This is an optimization exercise on Yosys and OpenROAD, whose aim is small area, a short achievable clock period and few clock cycles per item, not a production implementation. In this exercise RTL edits were held to simulation tests only and were not proved equivalent to the original. Power is estimated from default activity; no workload was simulated.

[config.mk]
export PLATFORM = sky130hd
export DESIGN_NAME = CNC
export DESIGN_NICKNAME = CNC
export VERILOG_FILES = /design/flow/design.v
export SDC_FILE = /design/flow/constraint.sdc
export NUM_CORES = 4
export LEC_CHECK = 0
export CAP_MARGIN = 20
export CORE_MARGIN = 2
export CORE_UTILIZATION = 65
export SETUP_SLACK_MARGIN = 3.8
export SLEW_MARGIN = 20
export SYNTH_HIERARCHICAL = 1
export SYNTH_MINIMUM_KEEP_SIZE = 0
[constraint.sdc]
create_clock -name core_clock -period 7.5 [get_ports {clk}]
set_input_delay 1.5000 -clock core_clock [delete_from_list [all_inputs] [get_ports {clk}]]
set_output_delay 1.5000 -clock core_clock [all_outputs]
set_load 0.01 [all_outputs]
[design.v]
module CNC(
    clk,
    rst_n,
    IN_VALID,
    MODE,
    IN,
    OUT_VALID,
    OUT
    );
input           clk, rst_n, IN_VALID;
input   [ 1:0]  MODE;
input   [ 7:0]  IN;
output          OUT_VALID;
output  [16:0]  OUT;
reg        OUT_VALID;
reg [16:0] OUT;
reg p1, p2, p3, p4, p5;
reg mul, sub;
reg [4:0]  BO, BT, BN;  
reg [8:0]  X;      
reg [8:0]  S;      
reg [15:0] P;      
wire busy = p1 | p2 | p3;
wire [8:0] V = p4 ? S : {IN[7], IN};
wire       vneg = p3 & mul;
wire [10:0] Vx = {V[8], V, 1'b0};
wire [4:0] vo, vt, vn;
genvar k;
generate for (k = 0; k < 5; k = k + 1) begin : enc
    assign vo[k] = Vx[2*k+1] ^ Vx[2*k];
    assign vt[k] = (Vx[2*k+2] & ~Vx[2*k+1] & ~Vx[2*k]) | (~Vx[2*k+2] & Vx[2*k+1] & Vx[2*k]);
    assign vn[k] = (Vx[2*k+2] & ~(Vx[2*k+1] & Vx[2*k])) ^ (vneg & (vo[k] | vt[k]));
end endgenerate
wire       s_keep = p3 | (p2 & !mul);
wire       s_in   = !(p2 & !mul);
wire       s_neg  = p3 & sub;
wire [8:0] s_a    = s_keep ? S : 9'd0;
wire [8:0] s_b    = s_in ? ({IN[7], IN} ^ {9{s_neg}}) : 9'd0;
wire [8:0] s_next = s_a + s_b + s_neg;
reg         g;                                   
reg         a1en;                                
wire [16:0] A1 = a1en ? OUT : 17'd0;
    wire pp0_0 = ((BO[0] & X[0])) ^ BN[0];
    wire pp0_1 = ((BO[0] & X[1]) | (BT[0] & X[0])) ^ BN[0];
    wire pp0_2 = ((BO[0] & X[2]) | (BT[0] & X[1])) ^ BN[0];
    wire pp0_3 = ((BO[0] & X[3]) | (BT[0] & X[2])) ^ BN[0];
    wire pp0_4 = ((BO[0] & X[4]) | (BT[0] & X[3])) ^ BN[0];
    wire pp0_5 = ((BO[0] & X[5]) | (BT[0] & X[4])) ^ BN[0];
    wire pp0_6 = ((BO[0] & X[6]) | (BT[0] & X[5])) ^ BN[0];
    wire pp0_7 = ((BO[0] & X[7]) | (BT[0] & X[6])) ^ BN[0];
    wire pp0_8 = ((BO[0] & X[8]) | (BT[0] & X[7])) ^ BN[0];
    wire pp0_9 = ~(((BO[0] & X[8]) | (BT[0] & X[8])) ^ BN[0]);
    wire pp1_0 = ((BO[1] & X[0])) ^ BN[1];
    wire pp1_1 = ((BO[1] & X[1]) | (BT[1] & X[0])) ^ BN[1];
    wire pp1_2 = ((BO[1] & X[2]) | (BT[1] & X[1])) ^ BN[1];
    wire pp1_3 = ((BO[1] & X[3]) | (BT[1] & X[2])) ^ BN[1];
    wire pp1_4 = ((BO[1] & X[4]) | (BT[1] & X[3])) ^ BN[1];
    wire pp1_5 = ((BO[1] & X[5]) | (BT[1] & X[4])) ^ BN[1];
    wire pp1_6 = ((BO[1] & X[6]) | (BT[1] & X[5])) ^ BN[1];
    wire pp1_7 = ((BO[1] & X[7]) | (BT[1] & X[6])) ^ BN[1];
    wire pp1_8 = ((BO[1] & X[8]) | (BT[1] & X[7])) ^ BN[1];
    wire pp1_9 = ~(((BO[1] & X[8]) | (BT[1] & X[8])) ^ BN[1]);
    wire pp2_0 = ((BO[2] & X[0])) ^ BN[2];
    wire pp2_1 = ((BO[2] & X[1]) | (BT[2] & X[0])) ^ BN[2];
    wire pp2_2 = ((BO[2] & X[2]) | (BT[2] & X[1])) ^ BN[2];
    wire pp2_3 = ((BO[2] & X[3]) | (BT[2] & X[2])) ^ BN[2];
    wire pp2_4 = ((BO[2] & X[4]) | (BT[2] & X[3])) ^ BN[2];
    wire pp2_5 = ((BO[2] & X[5]) | (BT[2] & X[4])) ^ BN[2];
    wire pp2_6 = ((BO[2] & X[6]) | (BT[2] & X[5])) ^ BN[2];
    wire pp2_7 = ((BO[2] & X[7]) | (BT[2] & X[6])) ^ BN[2];
    wire pp2_8 = ((BO[2] & X[8]) | (BT[2] & X[7])) ^ BN[2];
    wire pp2_9 = ~(((BO[2] & X[8]) | (BT[2] & X[8])) ^ BN[2]);
    wire pp3_0 = ((BO[3] & X[0])) ^ BN[3];
    wire pp3_1 = ((BO[3] & X[1]) | (BT[3] & X[0])) ^ BN[3];
    wire pp3_2 = ((BO[3] & X[2]) | (BT[3] & X[1])) ^ BN[3];
    wire pp3_3 = ((BO[3] & X[3]) | (BT[3] & X[2])) ^ BN[3];
    wire pp3_4 = ((BO[3] & X[4]) | (BT[3] & X[3])) ^ BN[3];
    wire pp3_5 = ((BO[3] & X[5]) | (BT[3] & X[4])) ^ BN[3];
    wire pp3_6 = ((BO[3] & X[6]) | (BT[3] & X[5])) ^ BN[3];
    wire pp3_7 = ((BO[3] & X[7]) | (BT[3] & X[6])) ^ BN[3];
    wire pp3_8 = ((BO[3] & X[8]) | (BT[3] & X[7])) ^ BN[3];
    wire pp3_9 = ~(((BO[3] & X[8]) | (BT[3] & X[8])) ^ BN[3]);
    wire pp4_0 = ((BO[4] & X[0])) ^ BN[4];
    wire pp4_1 = ((BO[4] & X[1]) | (BT[4] & X[0])) ^ BN[4];
    wire pp4_2 = ((BO[4] & X[2]) | (BT[4] & X[1])) ^ BN[4];
    wire pp4_3 = ((BO[4] & X[3]) | (BT[4] & X[2])) ^ BN[4];
    wire pp4_4 = ((BO[4] & X[4]) | (BT[4] & X[3])) ^ BN[4];
    wire pp4_5 = ((BO[4] & X[5]) | (BT[4] & X[4])) ^ BN[4];
    wire pp4_6 = ((BO[4] & X[6]) | (BT[4] & X[5])) ^ BN[4];
    wire pp4_7 = ((BO[4] & X[7]) | (BT[4] & X[6])) ^ BN[4];
    wire pp4_8 = ((BO[4] & X[8]) | (BT[4] & X[7])) ^ BN[4];
    wire a2_1 = g & ~P[0];
    wire a2_2 = g & ~P[1];
    wire a2_3 = g & ~P[2];
    wire a2_4 = g & ~P[3];
    wire a2_5 = g & ~P[4];
    wire a2_6 = g & ~P[5];
    wire a2_7 = g & ~P[6];
    wire a2_8 = g & ~P[7];
    wire a2_9 = g & ~P[8];
    wire a2_10 = g & ~P[9];
    wire a2_11 = g & ~P[10];
    wire a2_12 = g & ~P[11];
    wire a2_13 = g & ~P[12];
    wire a2_14 = g & ~P[13];
    wire a2_15 = g & ~P[14];
    wire a2_16 = g & ~P[15];
    wire ts0, tc0;
    CNC_ha uts0 (.a(pp0_6), .b(pp1_4), .s(ts0), .co(tc0));
    wire ts1, tc1;
    CNC_ha uts1 (.a(pp0_7), .b(pp1_5), .s(ts1), .co(tc1));
    wire ts2, ts2x, tc2;
CNC_x2 uts2a (.a(pp0_8), .b(pp1_6), .s(ts2x));
CNC_x2 uts2b (.a(ts2x), .b(pp2_4), .s(ts2));
CNC_mj utc2 (.a(pp0_8), .b(pp1_6), .c(pp2_4), .co(tc2));
    wire ts3, tc3;
    CNC_ha uts3 (.a(pp3_2), .b(pp4_0), .s(ts3), .co(tc3));
    wire ts4 = ~(pp0_9 ^ pp1_7);
    wire tc4 = pp0_9 | pp1_7;
    wire ts5, ts5x, tc5;
CNC_x2 uts5a (.a(pp2_5), .b(pp3_3), .s(ts5x));
CNC_x2 uts5b (.a(ts5x), .b(pp4_1), .s(ts5));
CNC_mj utc5 (.a(pp2_5), .b(pp3_3), .c(pp4_1), .co(tc5));
    wire ts6 = ~(pp1_8 ^ pp2_6);
    wire tc6 = pp1_8 | pp2_6;
    wire ts7, tc7;
    CNC_ha uts7 (.a(pp3_4), .b(pp4_2), .s(ts7), .co(tc7));
    wire ts8, ts8x, tc8;
CNC_x2 uts8a (.a(pp1_9), .b(pp2_7), .s(ts8x));
CNC_x2 uts8b (.a(ts8x), .b(pp3_5), .s(ts8));
CNC_mj utc8 (.a(pp1_9), .b(pp2_7), .c(pp3_5), .co(tc8));
    wire ts9 = ~pp2_8;
    wire tc9 = pp2_8;
    wire ts10, tc10;
    CNC_ha uts10 (.a(pp0_2), .b(pp1_0), .s(ts10), .co(tc10));
    wire ts11, tc11;
    CNC_ha uts11 (.a(pp0_3), .b(pp1_1), .s(ts11), .co(tc11));
    wire ts12, tc12;
CNC_fa uts12 (.a(pp0_4), .b(pp1_2), .c(pp2_0), .s(ts12), .co(tc12));
    wire ts13, tc13;
    CNC_ha uts13 (.a(BN[2]), .b(A1[4]), .s(ts13), .co(tc13));
    wire ts14, tc14;
CNC_fa uts14 (.a(pp0_5), .b(pp1_3), .c(pp2_1), .s(ts14), .co(tc14));
    wire ts15, tc15;
    CNC_ha uts15 (.a(A1[5]), .b(a2_5), .s(ts15), .co(tc15));
    wire ts16, tc16;
CNC_fa uts16 (.a(pp2_2), .b(pp3_0), .c(BN[3]), .s(ts16), .co(tc16));
    wire ts17, ts17x, tc17;
CNC_x2 uts17a (.a(A1[6]), .b(a2_6), .s(ts17x));
CNC_x2 uts17b (.a(ts17x), .b(ts0), .s(ts17));
CNC_mj utc17 (.a(A1[6]), .b(a2_6), .c(ts0), .co(tc17));
    wire ts18, tc18;
CNC_fa uts18 (.a(pp2_3), .b(pp3_1), .c(A1[7]), .s(ts18), .co(tc18));
    wire ts19, ts19x, tc19;
CNC_x2 uts19a (.a(a2_7), .b(tc0), .s(ts19x));
CNC_x2 uts19b (.a(ts19x), .b(ts1), .s(ts19));
CNC_mj utc19 (.a(a2_7), .b(tc0), .c(ts1), .co(tc19));
    wire ts20, tc20;
CNC_fa uts20 (.a(BN[4]), .b(A1[8]), .c(a2_8), .s(ts20), .co(tc20));
    wire ts21, ts21x, tc21;
CNC_x2 uts21a (.a(tc1), .b(ts3), .s(ts21x));
CNC_x2 uts21b (.a(ts21x), .b(ts2), .s(ts21));
CNC_mj utc21 (.a(tc1), .b(ts3), .c(ts2), .co(tc21));
    wire ts22, tc22;
CNC_fa uts22 (.a(A1[9]), .b(a2_9), .c(tc3), .s(ts22), .co(tc22));
    wire ts23, ts23x, tc23;
CNC_x2 uts23a (.a(tc2), .b(ts4), .s(ts23x));
CNC_x2 uts23b (.a(ts23x), .b(ts5), .s(ts23));
CNC_mj utc23 (.a(tc2), .b(ts4), .c(ts5), .co(tc23));
    wire ts24, ts24x, tc24;
CNC_x2 uts24a (.a(A1[10]), .b(a2_10), .s(ts24x));
CNC_x2 uts24b (.a(ts24x), .b(ts7), .s(ts24));
CNC_mj utc24 (.a(A1[10]), .b(a2_10), .c(ts7), .co(tc24));
    wire ts25, ts25x, tc25;
CNC_x2 uts25a (.a(tc4), .b(tc5), .s(ts25x));
CNC_x2 uts25b (.a(ts25x), .b(ts6), .s(ts25));
CNC_mj utc25 (.a(tc4), .b(tc5), .c(ts6), .co(tc25));
    wire ts26, tc26;
CNC_fa uts26 (.a(pp4_3), .b(A1[11]), .c(a2_11), .s(ts26), .co(tc26));
    wire ts27, tc27;
CNC_fa uts27 (.a(tc7), .b(tc6), .c(ts8), .s(ts27), .co(tc27));
    wire ts28, tc28;
CNC_fa uts28 (.a(pp3_6), .b(pp4_4), .c(A1[12]), .s(ts28), .co(tc28));
    wire ts29, ts29x, tc29;
CNC_x2 uts29a (.a(a2_12), .b(ts9), .s(ts29x));
CNC_x2 uts29b (.a(ts29x), .b(tc8), .s(ts29));
CNC_mj utc29 (.a(a2_12), .b(ts9), .c(tc8), .co(tc29));
    wire ts30, tc30;
CNC_fa uts30 (.a(pp2_9), .b(pp3_7), .c(pp4_5), .s(ts30), .co(tc30));
    wire ts31, tc31;
CNC_fa uts31 (.a(A1[13]), .b(a2_13), .c(tc9), .s(ts31), .co(tc31));
    wire ts32 = ~(pp3_8 ^ pp4_6);
    wire tc32 = pp3_8 | pp4_6;
    wire ts33, tc33;
    CNC_ha uts33 (.a(A1[14]), .b(a2_14), .s(ts33), .co(tc33));
    wire ts34, tc34;
CNC_fa uts34 (.a(pp3_9), .b(pp4_7), .c(A1[15]), .s(ts34), .co(tc34));
    wire ts35 = ~pp4_8;
    wire tc35 = pp4_8;
    wire ts36, tc36;
    CNC_ha uts36 (.a(pp0_1), .b(A1[1]), .s(ts36), .co(tc36));
    wire ts37, tc37;
CNC_fa uts37 (.a(BN[1]), .b(A1[2]), .c(a2_2), .s(ts37), .co(tc37));
    wire ts38, tc38;
CNC_fa uts38 (.a(A1[3]), .b(a2_3), .c(tc10), .s(ts38), .co(tc38));
    wire ts39, tc39;
CNC_fa uts39 (.a(a2_4), .b(tc11), .c(ts13), .s(ts39), .co(tc39));
    wire ts40, tc40;
CNC_fa uts40 (.a(tc13), .b(ts15), .c(tc12), .s(ts40), .co(tc40));
    wire ts41, tc41;
CNC_fa uts41 (.a(tc15), .b(tc14), .c(ts16), .s(ts41), .co(tc41));
    wire ts42, ts42x, tc42;
CNC_x2 uts42a (.a(tc16), .b(ts18), .s(ts42x));
CNC_x2 uts42b (.a(ts42x), .b(tc17), .s(ts42));
CNC_mj utc42 (.a(tc16), .b(ts18), .c(tc17), .co(tc42));
    wire ts43, ts43x, tc43;
CNC_x2 uts43a (.a(tc18), .b(ts20), .s(ts43x));
CNC_x2 uts43b (.a(ts43x), .b(tc19), .s(ts43));
CNC_mj utc43 (.a(tc18), .b(ts20), .c(tc19), .co(tc43));
    wire ts44, ts44x, tc44;
CNC_x2 uts44a (.a(tc20), .b(ts22), .s(ts44x));
CNC_x2 uts44b (.a(ts44x), .b(tc21), .s(ts44));
CNC_mj utc44 (.a(tc20), .b(ts22), .c(tc21), .co(tc44));
    wire ts45, ts45x, tc45;
CNC_x2 uts45a (.a(tc22), .b(ts24), .s(ts45x));
CNC_x2 uts45b (.a(ts45x), .b(tc23), .s(ts45));
CNC_mj utc45 (.a(tc22), .b(ts24), .c(tc23), .co(tc45));
    wire ts46, ts46x, tc46;
CNC_x2 uts46a (.a(ts26), .b(tc24), .s(ts46x));
CNC_x2 uts46b (.a(ts46x), .b(tc25), .s(ts46));
CNC_mj utc46 (.a(ts26), .b(tc24), .c(tc25), .co(tc46));
    wire ts47, ts47x, tc47;
CNC_x2 uts47a (.a(tc26), .b(ts28), .s(ts47x));
CNC_x2 uts47b (.a(ts47x), .b(ts29), .s(ts47));
CNC_mj utc47 (.a(tc26), .b(ts28), .c(ts29), .co(tc47));
    wire ts48, ts48x, tc48;
CNC_x2 uts48a (.a(tc28), .b(ts30), .s(ts48x));
CNC_x2 uts48b (.a(ts48x), .b(ts31), .s(ts48));
CNC_mj utc48 (.a(tc28), .b(ts30), .c(ts31), .co(tc48));
    wire ts49, tc49;
CNC_fa uts49 (.a(ts33), .b(tc30), .c(ts32), .s(ts49), .co(tc49));
    wire ts50, tc50;
CNC_fa uts50 (.a(a2_15), .b(tc33), .c(tc32), .s(ts50), .co(tc50));
    wire ts51, tc51;
CNC_fa uts51 (.a(A1[16]), .b(a2_16), .c(ts35), .s(ts51), .co(tc51));
    wire ts52, tc52;
    CNC_ha uts52 (.a(pp0_0), .b(BN[0]), .s(ts52), .co(tc52));
    wire ts53, tc53;
CNC_fa uts53 (.a(a2_1), .b(g), .c(ts36), .s(ts53), .co(tc53));
    wire ts54, tc54;
CNC_fa uts54 (.a(tc36), .b(ts10), .c(ts37), .s(ts54), .co(tc54));
    wire ts55, tc55;
CNC_fa uts55 (.a(ts11), .b(tc37), .c(ts38), .s(ts55), .co(tc55));
    wire ts56, tc56;
CNC_fa uts56 (.a(ts12), .b(tc38), .c(ts39), .s(ts56), .co(tc56));
    wire ts57, tc57;
CNC_fa uts57 (.a(ts14), .b(tc39), .c(ts40), .s(ts57), .co(tc57));
    wire ts58, ts58x, tc58;
CNC_x2 uts58a (.a(ts17), .b(tc40), .s(ts58x));
CNC_x2 uts58b (.a(ts58x), .b(ts41), .s(ts58));
CNC_mj utc58 (.a(ts17), .b(tc40), .c(ts41), .co(tc58));
    wire ts59, ts59x, tc59;
CNC_x2 uts59a (.a(ts19), .b(tc41), .s(ts59x));
CNC_x2 uts59b (.a(ts59x), .b(ts42), .s(ts59));
CNC_mj utc59 (.a(ts19), .b(tc41), .c(ts42), .co(tc59));
    wire ts60, ts60x, tc60;
CNC_x2 uts60a (.a(ts21), .b(tc42), .s(ts60x));
CNC_x2 uts60b (.a(ts60x), .b(ts43), .s(ts60));
CNC_mj utc60 (.a(ts21), .b(tc42), .c(ts43), .co(tc60));
    wire ts61, ts61x, tc61;
CNC_x2 uts61a (.a(ts23), .b(tc43), .s(ts61x));
CNC_x2 uts61b (.a(ts61x), .b(ts44), .s(ts61));
CNC_mj utc61 (.a(ts23), .b(tc43), .c(ts44), .co(tc61));
    wire ts62, ts62x, tc62;
CNC_x2 uts62a (.a(ts25), .b(tc44), .s(ts62x));
CNC_x2 uts62b (.a(ts62x), .b(ts45), .s(ts62));
CNC_mj utc62 (.a(ts25), .b(tc44), .c(ts45), .co(tc62));
    wire ts63, ts63x, tc63;
CNC_x2 uts63a (.a(ts27), .b(tc45), .s(ts63x));
CNC_x2 uts63b (.a(ts63x), .b(ts46), .s(ts63));
CNC_mj utc63 (.a(ts27), .b(tc45), .c(ts46), .co(tc63));
    wire ts64, ts64x, tc64;
CNC_x2 uts64a (.a(tc27), .b(tc46), .s(ts64x));
CNC_x2 uts64b (.a(ts64x), .b(ts47), .s(ts64));
CNC_mj utc64 (.a(tc27), .b(tc46), .c(ts47), .co(tc64));
    wire ts65, ts65x, tc65;
CNC_x2 uts65a (.a(tc29), .b(ts48), .s(ts65x));
CNC_x2 uts65b (.a(ts65x), .b(tc47), .s(ts65));
CNC_mj utc65 (.a(tc29), .b(ts48), .c(tc47), .co(tc65));
    wire ts66, tc66;
CNC_fa uts66 (.a(tc31), .b(ts49), .c(tc48), .s(ts66), .co(tc66));
    wire ts67, tc67;
CNC_fa uts67 (.a(ts34), .b(ts50), .c(tc49), .s(ts67), .co(tc67));
    wire ts68, tc68;
CNC_fa uts68 (.a(tc34), .b(ts51), .c(tc50), .s(ts68), .co(tc68));
    wire [16:0] R0 = {ts68, ts67, ts66, tc64, tc63, tc62, tc61, tc60, tc59, tc58, tc57, tc56, tc55, tc54, tc53, tc52, A1[0]};
    wire [16:0] R1 = {tc67, tc66, tc65, ts65, ts64, ts63, ts62, ts61, ts60, ts59, ts58, ts57, ts56, ts55, ts54, ts53, ts52};
    wire [16:0] cp, cg, cc;
    CNC_x2 ucp0 (.a(R0[0]), .b(R1[0]), .s(cp[0]));
    CNC_an ucg0 (.a(R0[0]), .b(R1[0]), .y(cg[0]));
    CNC_x2 ucp1 (.a(R0[1]), .b(R1[1]), .s(cp[1]));
    CNC_an ucg1 (.a(R0[1]), .b(R1[1]), .y(cg[1]));
    CNC_x2 ucp2 (.a(R0[2]), .b(R1[2]), .s(cp[2]));
    CNC_an ucg2 (.a(R0[2]), .b(R1[2]), .y(cg[2]));
    CNC_x2 ucp3 (.a(R0[3]), .b(R1[3]), .s(cp[3]));
    CNC_an ucg3 (.a(R0[3]), .b(R1[3]), .y(cg[3]));
    CNC_x2 ucp4 (.a(R0[4]), .b(R1[4]), .s(cp[4]));
    CNC_an ucg4 (.a(R0[4]), .b(R1[4]), .y(cg[4]));
    CNC_x2 ucp5 (.a(R0[5]), .b(R1[5]), .s(cp[5]));
    CNC_an ucg5 (.a(R0[5]), .b(R1[5]), .y(cg[5]));
    CNC_x2 ucp6 (.a(R0[6]), .b(R1[6]), .s(cp[6]));
    CNC_an ucg6 (.a(R0[6]), .b(R1[6]), .y(cg[6]));
    CNC_x2 ucp7 (.a(R0[7]), .b(R1[7]), .s(cp[7]));
    CNC_an ucg7 (.a(R0[7]), .b(R1[7]), .y(cg[7]));
    CNC_x2 ucp8 (.a(R0[8]), .b(R1[8]), .s(cp[8]));
    CNC_an ucg8 (.a(R0[8]), .b(R1[8]), .y(cg[8]));
    CNC_x2 ucp9 (.a(R0[9]), .b(R1[9]), .s(cp[9]));
    CNC_an ucg9 (.a(R0[9]), .b(R1[9]), .y(cg[9]));
    CNC_x2 ucp10 (.a(R0[10]), .b(R1[10]), .s(cp[10]));
    CNC_an ucg10 (.a(R0[10]), .b(R1[10]), .y(cg[10]));
    CNC_x2 ucp11 (.a(R0[11]), .b(R1[11]), .s(cp[11]));
    CNC_an ucg11 (.a(R0[11]), .b(R1[11]), .y(cg[11]));
    CNC_x2 ucp12 (.a(R0[12]), .b(R1[12]), .s(cp[12]));
    CNC_an ucg12 (.a(R0[12]), .b(R1[12]), .y(cg[12]));
    CNC_x2 ucp13 (.a(R0[13]), .b(R1[13]), .s(cp[13]));
    CNC_an ucg13 (.a(R0[13]), .b(R1[13]), .y(cg[13]));
    CNC_x2 ucp14 (.a(R0[14]), .b(R1[14]), .s(cp[14]));
    CNC_an ucg14 (.a(R0[14]), .b(R1[14]), .y(cg[14]));
    CNC_x2 ucp15 (.a(R0[15]), .b(R1[15]), .s(cp[15]));
    CNC_an ucg15 (.a(R0[15]), .b(R1[15]), .y(cg[15]));
    CNC_x2 ucp16 (.a(R0[16]), .b(R1[16]), .s(cp[16]));
    CNC_an ucg16 (.a(R0[16]), .b(R1[16]), .y(cg[16]));
    wire gg1_0 = cg[1] | (cp[1] & cg[0]);
    wire pp1_0x = cp[1] & cp[0];
    wire gg3_2 = cg[3] | (cp[3] & cg[2]);
    wire pp3_2x = cp[3] & cp[2];
    wire gg5_4 = cg[5] | (cp[5] & cg[4]);
    wire pp5_4x = cp[5] & cp[4];
    wire gg7_6 = cg[7] | (cp[7] & cg[6]);
    wire pp7_6x = cp[7] & cp[6];
    wire gg9_8 = cg[9] | (cp[9] & cg[8]);
    wire pp9_8x = cp[9] & cp[8];
    wire gg11_10 = cg[11] | (cp[11] & cg[10]);
    wire pp11_10x = cp[11] & cp[10];
    wire gg13_12 = cg[13] | (cp[13] & cg[12]);
    wire pp13_12x = cp[13] & cp[12];
    wire gg15_14 = cg[15] | (cp[15] & cg[14]);
    wire pp15_14x = cp[15] & cp[14];
    wire gg2_0 = cg[2] | (cp[2] & gg1_0);
    wire pp2_0x = cp[2] & pp1_0x;
    wire gg3_0 = gg3_2 | (pp3_2x & gg1_0);
    wire pp3_0x = pp3_2x & pp1_0x;
    wire gg6_4 = cg[6] | (cp[6] & gg5_4);
    wire pp6_4x = cp[6] & pp5_4x;
    wire gg7_4 = gg7_6 | (pp7_6x & gg5_4);
    wire pp7_4x = pp7_6x & pp5_4x;
    wire gg10_8 = cg[10] | (cp[10] & gg9_8);
    wire pp10_8x = cp[10] & pp9_8x;
    wire gg11_8 = gg11_10 | (pp11_10x & gg9_8);
    wire pp11_8x = pp11_10x & pp9_8x;
    wire gg14_12 = cg[14] | (cp[14] & gg13_12);
    wire pp14_12x = cp[14] & pp13_12x;
    wire gg15_12 = gg15_14 | (pp15_14x & gg13_12);
    wire pp15_12x = pp15_14x & pp13_12x;
    wire gg4_0 = cg[4] | (cp[4] & gg3_0);
    wire pp4_0x = cp[4] & pp3_0x;
    wire gg5_0 = gg5_4 | (pp5_4x & gg3_0);
    wire pp5_0x = pp5_4x & pp3_0x;
    wire gg6_0 = gg6_4 | (pp6_4x & gg3_0);
    wire pp6_0x = pp6_4x & pp3_0x;
    wire gg7_0 = gg7_4 | (pp7_4x & gg3_0);
    wire pp7_0x = pp7_4x & pp3_0x;
    wire gg12_8 = cg[12] | (cp[12] & gg11_8);
    wire pp12_8x = cp[12] & pp11_8x;
    wire gg13_8 = gg13_12 | (pp13_12x & gg11_8);
    wire pp13_8x = pp13_12x & pp11_8x;
    wire gg14_8 = gg14_12 | (pp14_12x & gg11_8);
    wire pp14_8x = pp14_12x & pp11_8x;
    wire gg15_8 = gg15_12 | (pp15_12x & gg11_8);
    wire pp15_8x = pp15_12x & pp11_8x;
    wire gg8_0 = cg[8] | (cp[8] & gg7_0);
    wire pp8_0x = cp[8] & pp7_0x;
    wire gg9_0 = gg9_8 | (pp9_8x & gg7_0);
    wire pp9_0x = pp9_8x & pp7_0x;
    wire gg10_0 = gg10_8 | (pp10_8x & gg7_0);
    wire pp10_0x = pp10_8x & pp7_0x;
    wire gg11_0 = gg11_8 | (pp11_8x & gg7_0);
    wire pp11_0x = pp11_8x & pp7_0x;
    wire gg12_0 = gg12_8 | (pp12_8x & gg7_0);
    wire pp12_0x = pp12_8x & pp7_0x;
    wire gg13_0 = gg13_8 | (pp13_8x & gg7_0);
    wire pp13_0x = pp13_8x & pp7_0x;
    wire gg14_0 = gg14_8 | (pp14_8x & gg7_0);
    wire pp14_0x = pp14_8x & pp7_0x;
    wire gg15_0 = gg15_8 | (pp15_8x & gg7_0);
    wire pp15_0x = pp15_8x & pp7_0x;
    wire gg16_0 = cg[16] | (cp[16] & gg15_0);
    wire pp16_0x = cp[16] & pp15_0x;
    assign cc[0] = 1'b0;
    assign cc[1] = cg[0];
    assign cc[2] = gg1_0;
    assign cc[3] = gg2_0;
    assign cc[4] = gg3_0;
    assign cc[5] = gg4_0;
    assign cc[6] = gg5_0;
    assign cc[7] = gg6_0;
    assign cc[8] = gg7_0;
    assign cc[9] = gg8_0;
    assign cc[10] = gg9_0;
    assign cc[11] = gg10_0;
    assign cc[12] = gg11_0;
    assign cc[13] = gg12_0;
    assign cc[14] = gg13_0;
    assign cc[15] = gg14_0;
    assign cc[16] = gg15_0;
    wire [16:0] M;
    CNC_x2 ucs0 (.a(cp[0]), .b(cc[0]), .s(M[0]));
    CNC_x2 ucs1 (.a(cp[1]), .b(cc[1]), .s(M[1]));
    CNC_x2 ucs2 (.a(cp[2]), .b(cc[2]), .s(M[2]));
    CNC_x2 ucs3 (.a(cp[3]), .b(cc[3]), .s(M[3]));
    CNC_x2 ucs4 (.a(cp[4]), .b(cc[4]), .s(M[4]));
    CNC_x2 ucs5 (.a(cp[5]), .b(cc[5]), .s(M[5]));
    CNC_x2 ucs6 (.a(cp[6]), .b(cc[6]), .s(M[6]));
    CNC_x2 ucs7 (.a(cp[7]), .b(cc[7]), .s(M[7]));
    CNC_x2 ucs8 (.a(cp[8]), .b(cc[8]), .s(M[8]));
    CNC_x2 ucs9 (.a(cp[9]), .b(cc[9]), .s(M[9]));
    CNC_x2 ucs10 (.a(cp[10]), .b(cc[10]), .s(M[10]));
    CNC_x2 ucs11 (.a(cp[11]), .b(cc[11]), .s(M[11]));
    CNC_x2 ucs12 (.a(cp[12]), .b(cc[12]), .s(M[12]));
    CNC_x2 ucs13 (.a(cp[13]), .b(cc[13]), .s(M[13]));
    CNC_x2 ucs14 (.a(cp[14]), .b(cc[14]), .s(M[14]));
    CNC_x2 ucs15 (.a(cp[15]), .b(cc[15]), .s(M[15]));
    CNC_x2 ucs16 (.a(cp[16]), .b(cc[16]), .s(M[16]));
always @(posedge clk) begin
    OUT <= M;
    g    <= p4 & mul;
    a1en <= p3 | (p4 & mul) | ((p1 | p2) & !mul);
    P[15:9] <= OUT[15:9];
    P[8:0]  <= p3 ? X + OUT[8:0] : OUT[8:0];
    BO  <= vo;
    BT  <= vt;
    BN  <= vn;
    S   <= s_next;
    if (!rst_n)          X <= 9'h001;
    else if (p1)         X <= mul ? 9'h001 : 9'h000;
    else if (p2)         X <= mul ? OUT[8:0] : (sub ? 9'h1ff : 9'h001);
    else if (p3)         X <= mul ? OUT[8:0] : 9'h000;
    else if (p4)         X <= mul ? P[8:0] : 9'h001;
    else                 X <= 9'h001;
end
always @(posedge clk) begin
    if (!(busy | p4 | p5)) begin
        mul <= MODE[1];
        sub <= MODE[0];
    end
end
always @(posedge clk) begin
    if (!rst_n) begin
        p1 <= 1'b0; p2 <= 1'b0; p3 <= 1'b0; p4 <= 1'b0; p5 <= 1'b0;
        OUT_VALID <= 1'b0;
    end else begin
        p1 <= IN_VALID & !busy;
        p2 <= p1;
        p3 <= p2;
        p4 <= p3;
        p5 <= p4;
        OUT_VALID <= p4 | p5;
    end
end
endmodule
module CNC_fa(a, b, c, s, co);
input a, b, c;
output s, co;
assign s = a ^ b ^ c;
assign co = (a & b) | (a & c) | (b & c);
endmodule
module CNC_x2(a, b, s);
input a, b;
output s;
assign s = a ^ b;
endmodule
module CNC_an(a, b, y);
input a, b;
output y;
assign y = a & b;
endmodule
module CNC_mj(a, b, c, co);
input a, b, c;
output co;
assign co = (a & b) | (a & c) | (b & c);
endmodule
module CNC_ha(a, b, s, co);
input a, b;
output s, co;
assign s = a ^ b;
assign co = a & b;
endmodule
[flow/run.sh]
#!/bin/bash
set -euo pipefail
export BUFFER_PORTS_ARGS="-buffer_cell sky130_fd_sc_hd__buf_2"
bash standard.sh > flow_make.log 2>&1
[standard.sh]
#!/bin/bash
# synth_recipe.tcl (not shown) runs the flow's synth.tcl, then flattens the netlist and writes it again
# the make line also repeats each setting of config.mk as NAME=value (left out here)
make -C /OpenROAD-flow-scripts/flow DESIGN_CONFIG=/design/flow/config.mk WORK_HOME=/design/flow/orfs CLKGATE_MAP_FILE= SYNTH_SCRIPT=/design/flow/synth_recipe.tcl "${@:-finish}"
==> summary.txt, run 1 <==
- The cell area that synthesis handed to floorplanning was 6259 um2.
- Number of fill cells in the layout: 700
- At the end of the flow the core is filled with cells to 0.7464.
- Crit. End Element: flip-flop
- Classification of the worst setup path: reg2reg
- Hold Violations, Final: 0
* Max-cap viol count: 0
* EDFF count, synth: 2
- Maximum number of buffers from clock root to sink: 2
* Max Fclk: 280.1 MHz
* Top cells by area, synth: sky130_fd_sc_hd__dfxtp_1 23%, sky130_fd_sc_hd__xor2_1 15%, sky130_fd_sc_hd__fa_1 9.9%, sky130_fd_sc_hd__xnor2_1 7.4%, sky130_fd_sc_hd__ha_1 6.6%
- For this block, the routed nets add up to 14440 um of wire.
- Number of clock sinks: 75
- Flop and latch count out of synthesis: 75
- Clock root cell: sky130_fd_sc_hd__clkbuf_8
* Net count after synthesis: around 750
* Maximum vdd drop: around 0.20 mV
- Entering global routing, the biggest net connects 21 pins.
- In this run the power density over the cells is 376.2 nW/um2.
- Worst Hold Class: reg2reg
- Unrepaired setup endpoints after global routing: true
* Overall via count from detail_route: 4772
- Min setup slack post-route: 3930 ps
- Final setup violating endpoints: 0
- Global-route wire length before repair: 22950 um
- In the synthesized netlist the async set-or-reset flop fraction comes to 0.
* Hold buffer count at CTS: 0
- Leaving out filler cells and counting taps, the final layout contains 824.
- The die is 102.1 um tall.
- Compared with the post-synthesis result, the final layout area differs by 10.72%.
* DP HPWL: 10580 um
- After synthesis, the mean cell area works out to 9.355 um2.
- The most common cell in the synthesized netlist is sky130_fd_sc_hd__xor2_1.
* Clk_skew: roughly 13 ps
* Library cell occupying the most area in the post-synthesis netlist: sky130_fd_sc_hd__dfxtp_1
- Clock transition at the register clock pins on the worst setup and hold paths after CTS: 90 ps
- The die covers roughly 10000 um2.
* Die X-Extent: 102.1 um
- The repair_antennas step left the layout with diodes totalling 0.
- Total Neg Setup Slack: 0 ps
- Initial Util: 0.6741
- Before CTS, the worst setup slack after placement is 3595 ps.
- Once layout is done, the placed cells without fillers occupy 6929 um2.
- The congestion estimate from routability-driven global placement came to 0.8804.
- The later pin in the worst-skew pair is clocked with a latency of around 370 ps.
- Post-synthesis cell count: 669
* Num CTS Buffers: 9
* Ports placed on the boundary: 31
* Via count of the first global-routing pass: 4850
- Of all nets on the critical path, the largest fanout is 10.
- The H-tree was split into 3 levels.
- Summed over all layers, the global routing overflow is 0.
* Yosys warning total: 7
- The number of placed instances, taps included, is 797.
- The share of synthesized area in the top cell type comes to 0.2335.
- The flow ran to the end and the layout has no timing, DRC or antenna violations.
- Worst hold margin: about 370 ps
- For this run, the register share of the synthesized area comes to 0.2431.
* Transition time of the tightest slew-check pin: 889.2 ps
- The worst setup path is launched from a flip-flop.
- DRC Markers: 0
- The number of antenna violations at the first check in global routing came to 0.
- Antenna viol nets, final: 0
* P_leak: 2.988 nW
* Via density per instance: 5.791
- In this run the core area contains 35 standard-cell rows.
* Final net count: 767
- 1st-iter DRT viols: between 200 and 250
- Crit path DAT: 3820 ps
- Of the available clock period, the critical path in the final layout requires 0.4760.
- The count of final max-slew check failures came to 0.
* Required time reported for the critical path endpoint: ~7800 ps
* Fraction of final layout cells with drive strength greater than 1: 0.2086
* Top post-synthesis cells by count: 104 x sky130_fd_sc_hd__xor2_1, 73 x sky130_fd_sc_hd__dfxtp_1, 53 x sky130_fd_sc_hd__xnor2_1
* Floorplan Core Area: ~9300 um2
- The smallest clock period supported by the final layout is computed as 3570 ps.
- In the final routed layout, each cell accounts on average for 17.52 um.
- For this run, the leading register cell type out of synthesis is sky130_fd_sc_hd__dfxtp_1.
- After layout, the design draws a total of approximately 2.6 mW.
- The pre-antenna-repair detailed-routing pass consisted of 5 iterations.
- Input and output buffers added on the ports amount to 30.
- TritonCTS built the clock tree.
- Cell area after placement: 6442 um2
- Synthesis instantiated 54 different standard cells from the library.
- Total Routing Usage GR: 0.2895
* Remaining max-slew budget at the tightest pin: 0.4064
## layout by cell type, fill, tap and decap left out, drive strengths merged, types with 4 or more instances in the layout
master | netlist | routed
nand2 | 48 | 48
nor2 | 27 | 27
fa | 31 | 31
inv | 22 | 26
o211ai | 4 | 4
buf | 8 | 42
a21oi | 13 | 13
a22oi | 33 | 33
clkbuf | 24 | 9
nand3 | 5 | 5
dfxtp | 73 | 73
nand2b | 6 | 6
maj3 | 25 | 25
ha | 33 | 33
nor3 | 7 | 7
o21ai | 26 | 26
mux2 | 7 | 7
nor2b | 28 | 28
xor2 | 104 | 104
a21o | 12 | 12
xnor2 | 53 | 53
a221oi | 8 | 8
and2 | 37 | 37
mux2i | 8 | 8
## layer usage
metal	global-route usage	routed length [um]	part of all wire	up-vias
met2	0.4985	7085	0.49	144
met4	0.1036	352	0.024	0
li1	-	-	-	2297
met3	0.06361	821	0.057	30
met5	0	0	0	-
met1	0.3579	6178	0.43	2301
## kinds of logic after synthesis
family / synth area share
compound gates: 0.1311
xor+xnor: 0.2197
fa+ha+maj: 0.2101
buf+inv: 0.03539
flops: 0.2431
mux: 0.02739
other cells: 0.0005992
simple gates: 0.1325
## Yosys stat by module (local to each module, per instance)
module / cells / copies in the design / flops+latches / area [um2]
CNC_an: 1 / 16 / 0 / 6.256
CNC_ha: 1 / 11 / 0 / 12.51
CNC_x2: 1 / 84 / 0 / 8.758
CNC_fa: 1 / 28 / 0 / 20.02
CNC_mj: 1 / 25 / 0 / 11.26
CNC: 505 / 1 / 75 / 4443
## timing repair
action,4_1_cts,5_1_grt
buffers inserted,0,11
hold endpoints to repair,0,0
resized for setup,22,41
endpoints found under the setup margin,8,8
pin swaps,0,12
## where the power goes
group	internal [mW]	switching, mW	leakage [nW]
sequential	0.537	0.136	0.640
clock	0.160	0.176	0.107
combinational	0.718	0.880	2.24
total	1.41	1.19	2.99
## cell type report
type	count	area, um2	area share
Timing Repair Buffer	42	240.2	0.03467
Multi-Input combinational cell	539	4651	0.6712
Tap cell	129	161.4	0.02329
Sequential cell	75	1585	0.2288
Inverter	23	86.33	0.01246
Clock buffer	9	123.9	0.01788
Clock inverter	7	81.33	0.01174
## critical path, cell delays in order (launching register included)
cell                       delay, ps
sky130_fd_sc_hd__dfxtp_4         410
sky130_fd_sc_hd__a22oi_2         210
sky130_fd_sc_hd__xnor2_1         110
sky130_fd_sc_hd__fa_1            450
sky130_fd_sc_hd__fa_1            520
sky130_fd_sc_hd__fa_2            470
sky130_fd_sc_hd__xor2_2          210
sky130_fd_sc_hd__a21o_1          190
sky130_fd_sc_hd__nand3_1         130
sky130_fd_sc_hd__o211ai_4        130
sky130_fd_sc_hd__a31o_1          260
sky130_fd_sc_hd__a21o_1          190
sky130_fd_sc_hd__xor2_1          160
## path summary, 6_finish.rpt
| path | from | end | slack (ps) | depth (start not counted) |
|---|---|---|---|---|
| setup / recovery | X[3] | OUT[11] | 3930 | 12 |
| hold / removal | OUT[9] | P[9] | 370 | 0 |
| setup reg to reg | X[3] | OUT[11] | 3930 | 12 |
| hold reg to reg | OUT[9] | P[9] | 370 | 0 |
## sequential cells by signal (all words and copies together), names as in the netlist
name and count:
OUT_VALID 1, sub 1, p1 1, OUT 17, BN 5, p2 1, g 1, a1en 1
X 9, S 9, P 16, p3 1, p5 1, BT 4, mul 1, BO 5
p4 1
Testbench counts, summed over its fixed seeds: cycles 7,208, items 1,200.
==> inputs of run 2 (changes only) <==
--- a/config.mk
+++ b/config.mk
@@ -8,7 +8,7 @@
 export CAP_MARGIN = 20
 export CORE_MARGIN = 2
 export CORE_UTILIZATION = 65
-export SETUP_SLACK_MARGIN = 3.8
+export SETUP_SLACK_MARGIN = 3.7
 export SLEW_MARGIN = 20
 export SYNTH_HIERARCHICAL = 1
 export SYNTH_MINIMUM_KEEP_SIZE = 0
==> run 2 against run 1 <==
  * Area after synthesis did not move
  * Clock power barely moved
  * Fmax fell by 0.86%
  * Global-route usage barely moved
  * Routed wire length fell by 2.8%
==> summary.txt, run 2 <==
- The final global-route overflow total came to 0 (unchanged).
* Port bufs: 30 (unchanged)
- Last weighted congestion value of the routability-driven placer: 0.8804 (unchanged)
* DR WL/cell: 17.26 um (was 17.52 um)
- Commonest cells after routing, fill and taps aside: 99 x sky130_fd_sc_hd__xor2_1, 53 x sky130_fd_sc_hd__xnor2_1, 48 x sky130_fd_sc_hd__dfxtp_1, 47 x sky130_fd_sc_hd__nand2_1, 37 x sky130_fd_sc_hd__and2_1 (was 95 x sky130_fd_sc_hd__xor2_1, 53 x sky130_fd_sc_hd__xnor2_1, 48 x sky130_fd_sc_hd__dfxtp_1, 47 x sky130_fd_sc_hd__nand2_1, 37 x sky130_fd_sc_hd__and2_1).
* Net count after synthesis: 746 (unchanged)
* Max Fclk: 277.7 MHz (was 280.1 MHz)
* Crit path DAT: 3850 ps (was 3820 ps)
- The net count reported at finish came to 756 (was 767).
- The dominant register cell in the synthesized netlist is sky130_fd_sc_hd__dfxtp_1 (unchanged).
* Worst slack at placement: 3595 ps (unchanged)
* Register with the most flip-flops: OUT (unchanged)
* Total Neg Setup Slack: 0 ps (unchanged)
- P_leak: 2.920 nW (was 2.988 nW)
- The clock insertion delay at the later pin of the skew report is 370 ps (about the same).
- The number of flip-flops in the largest register came to 17 (unchanged).
- Sequential element share of the synthesized area: 0.2431 (unchanged)
* EDFF count, synth: 2 (unchanged)
* Source of the critical timing path: X[3] (unchanged)
* DRC Markers: 0 (unchanged)
- Final setup violating endpoints: 0 (unchanged)
- Area of the mapped netlist: 6259 um2 (unchanged)
* Clk_skew: 13.83 ps (was 13.38 ps)
* Library cell occupying the most area in the post-synthesis netlist: sky130_fd_sc_hd__dfxtp_1 (unchanged)
* Total Routing Usage GR: 0.2893 (was 0.2895)
- The class of the most critical setup path is reg2reg (unchanged).
- The via count normalized by instance count is 5.808 (was 5.791).
* Top post-synthesis cells by count: 104 x sky130_fd_sc_hd__xor2_1, 73 x sky130_fd_sc_hd__dfxtp_1, 53 x sky130_fd_sc_hd__xnor2_1 (unchanged)
- The most common cell in the netlist was sky130_fd_sc_hd__xor2_1 (unchanged).
* Diode count: 0 (unchanged)
- Ratio of total power to cell area: 362.8 nW/um2 (was 376.2 nW/um2)
- Clock root cell: sky130_fd_sc_hd__clkbuf_8 (unchanged)
- Remaining max-slew budget at the tightest pin: 0.3879 (was 0.4064)
- Number of distinct library cell variants in the gate-level netlist after synthesis: 54 (unchanged)
* Maximum vdd drop: 0.1742 mV (was 0.2026 mV)
- Fraction of registers with async set or reset after synthesis: 0 (unchanged)
* Die height: 102.1 um (unchanged)
- The clock slew seen by the registers of the worst setup and hold paths was 90 ps (about the same).
- Initial Util: 0.6741 (unchanged)
- Final critical delay including setup and external delays: 3601 ps (was 3570 ps)
- The number of antenna violations at the first check in global routing was 0 (unchanged).
- 1st-iter DRT viols: 318 (was 244)
- The TritonCTS clock tree is built (unchanged).
- The number of placed I/O pins is 31 (unchanged).
- Wirelength, routed: 14030 um (was 14440 um)
* Critical path peak fanout: 10 (unchanged)
- The number of maximum-capacitance violations came to 0 (unchanged).
- Area of all placed cells without fillers: 6741 um2 (was 6929 um2)
- The transition time at the pin with the least slew margin came to 916.9 ps (was 889.2 ps).
- FP Rows: 35 (unchanged)
* H-tree depth reported by CTS: 3 (unchanged)
* Hold buffer count at CTS: 0 (unchanged)
- The required time of the worst setup path was 7750 ps (about the same).
- Run status: no timing/DRC/antenna violations (unchanged)
- The count of final max-slew check failures is 0 (unchanged).
* Relative area change from synthesis to final layout: 7.717% (was 10.72%)
- The layout cell share with drive strength beyond 1 was 0.1740 (was 0.2086).
- The total number of vias is 4722 (was 4772).
* Number of iterations in the first detailed-routing pass: 5 (unchanged)
- The startpoint of the tightest hold check path is OUT[9] (unchanged).
* Final standard cell utilization of the core: 0.7261 (was 0.7464)
- The type of the worst min-delay path was reg2reg (unchanged).
* Crit. End Element: flip-flop (unchanged)
- Reg-to-Reg Start: X[3] (unchanged)
- The die boundary width came to 102.1 um (unchanged).
- Die footprint: 10430 um2 (unchanged)
- Num CTS Buffers: 9 (unchanged)
- Hold Violations, Final: 0 (unchanged)
- Synth top area share: 0.2335 (unchanged)
* Unrepaired setup endpoints after global routing: true (unchanged)
* DP HPWL: 10580 um (unchanged)
- Flop and latch count out of synthesis: 75 (unchanged)
* Number of clock sinks: 75 (unchanged)
- Global-route wire length before repair: 22960 um (was 22950 um)
- Largest registers: OUT (17), P (16) (unchanged).
- The kind of start point of the critical path is a flip-flop (unchanged).
- Number of fill cells in the layout: 731 (was 700)
- Post-Syn Area per Cell: 9.355 um2 (unchanged)
* Yosys warning total: 7 (unchanged)
* Floorplan Core Area: 9284 um2 (unchanged)
* Buffers inserted during post-CTS setup optimization: 0 (unchanged)
* Final period util: 0.4802 (was 0.4760)
* Maximum number of pins on one net before global-route repair: 21 (unchanged)
- The smallest setup slack after layout is 3899 ps (was 3930 ps).
- Maximum number of buffers from clock root to sink: 2 (unchanged)
- Top cells by area, synth: sky130_fd_sc_hd__dfxtp_1 23%, sky130_fd_sc_hd__xor2_1 15%, sky130_fd_sc_hd__fa_1 9.9%, sky130_fd_sc_hd__xnor2_1 7.4%, sky130_fd_sc_hd__ha_1 6.6% (unchanged).
- Most common cell after layout, fill and taps aside: sky130_fd_sc_hd__xor2_1 (unchanged)
* Post-synthesis cell count: 669 (unchanged)
- Via count of the first global-routing pass: 4852 (was 4850)
* Cell area after placement: 6442 um2 (unchanged)
- The antenna violation net count after detailed routing came to 0 (unchanged).
run 2: cell counts after synthesis:
Identical to the previous run, type by type.
run 2: what timing repair did:
item	CTS	global route
resized for setup	10	28
pin swaps	0	2
setup endpoints to repair	5	8
hold endpoints to repair	0	0
run 2: routing by layer:
metal / wire length (um) / global-route usage / vias up
li1: - / - / 2281
met1: 6023 / 0.3588 / 2276
met2: 6939 / 0.4970 / 142
met5: 0 / 0 / -
met4: 251 / 0.1036 / 0
met3: 814 / 0.06361 / 23
run 2: per-module statistics from Yosys (local to each module, per instance):
module | copies in the design | flops+latches | cells inside | cell area, um2
CNC_x2 | 84 | 0 | 1 | 8.758
CNC_mj | 25 | 0 | 1 | 11.26
CNC_ha | 11 | 0 | 1 | 12.51
CNC_an | 16 | 0 | 1 | 6.256
CNC | 1 | 75 | 505 | 4443
CNC_fa | 28 | 0 | 1 | 20.02
run 2: logic make-up after synthesis:
| family | share of synthesized area |
|---|---|
| and+or+nand+nor | 0.1325 |
| xor gates and xnor gates | 0.2197 |
| AOI/OAI and AO/OA | 0.1311 |
| adders and majority gates | 0.2101 |
| DFF | 0.2431 |
| buffers and inverters | 0.03539 |
| muxes | 0.02739 |
| other | 0.0005992 |
run 2: critical path: stages, from the launching register on:
cell and delay [ps]:
sky130_fd_sc_hd__dfxtp_4 410, sky130_fd_sc_hd__a22oi_1 230, sky130_fd_sc_hd__xnor2_1 120, sky130_fd_sc_hd__fa_1 460
sky130_fd_sc_hd__fa_1 510, sky130_fd_sc_hd__fa_1 460, sky130_fd_sc_hd__xor2_2 220, sky130_fd_sc_hd__a21o_1 190
sky130_fd_sc_hd__nand3_1 130, sky130_fd_sc_hd__o211ai_4 130, sky130_fd_sc_hd__a31o_1 280, sky130_fd_sc_hd__a21o_1 190
sky130_fd_sc_hd__xor2_1 160
run 2: power breakdown:
part | leakage (nW) | internal (mW) | total, mW | switching [mW]
Clock | 0.107 | 0.160 | 0.335 | 0.175
Sequential | 0.638 | 0.538 | 0.673 | 0.135
Combinational | 2.18 | 0.627 | 1.44 | 0.811
run 2: final cells by class:
class | count | area (um2) | share of cell area
multi-input combinational | 539 | 4566 | 0.6772
clock buffer | 9 | 123.9 | 0.01837
sequential | 75 | 1565 | 0.2322
timing repair buffer | 31 | 157.7 | 0.02339
clock inverter | 7 | 81.33 | 0.01206
tap | 129 | 161.4 | 0.02394
inverter | 23 | 86.33 | 0.01281
run 2: final timing paths:
kind              depth (start not counted)  slack, ps  endpoint
hold reg to reg                           0        370      P[9]
setup / recovery                         12       3900   OUT[11]
hold / removal                            0        370      P[9]
setup reg to reg                         12       3900   OUT[11]
run 2: per-stage QoR:
step                      cells  power, mW  hold slack [ps]
final                       813      2.446            365.3
after global routing        813      2.653            374.7
after CTS                   813      2.400            369.9
after detailed placement    797      2.056            363.0
after global placement      797      2.014            347.4
after floorplan             669      1.743            389.1

## re-timing with driven ports
Ports are ideal in the flow. The routed layouts listed here were re-timed in OpenROAD. Step 1 assumes that a clkbuf_16 drives the clock port and a buf_2 every other input. Step 2, shift: input delay + t, output delay - t, t = (earliest + latest rising clock arrival at the registers) / 2. This alone moves slack from input paths to output paths. Three values: no drivers, after step 1, after step 2; two values: the first two.
run	t (ns)	setup WS [ns]	worst setup path at the end	pins driven straight from the clock port
run 1	0.397	3.930 / 3.930 / 3.869	input to register	1
run 2	0.397	3.899 / 3.899 / 3.865	input to register	1
After both steps setup and hold are still met in every run listed. The setup slack of run 1, which loses most, moves by 0.000 ns with the drivers and by -0.061 ns with both steps.
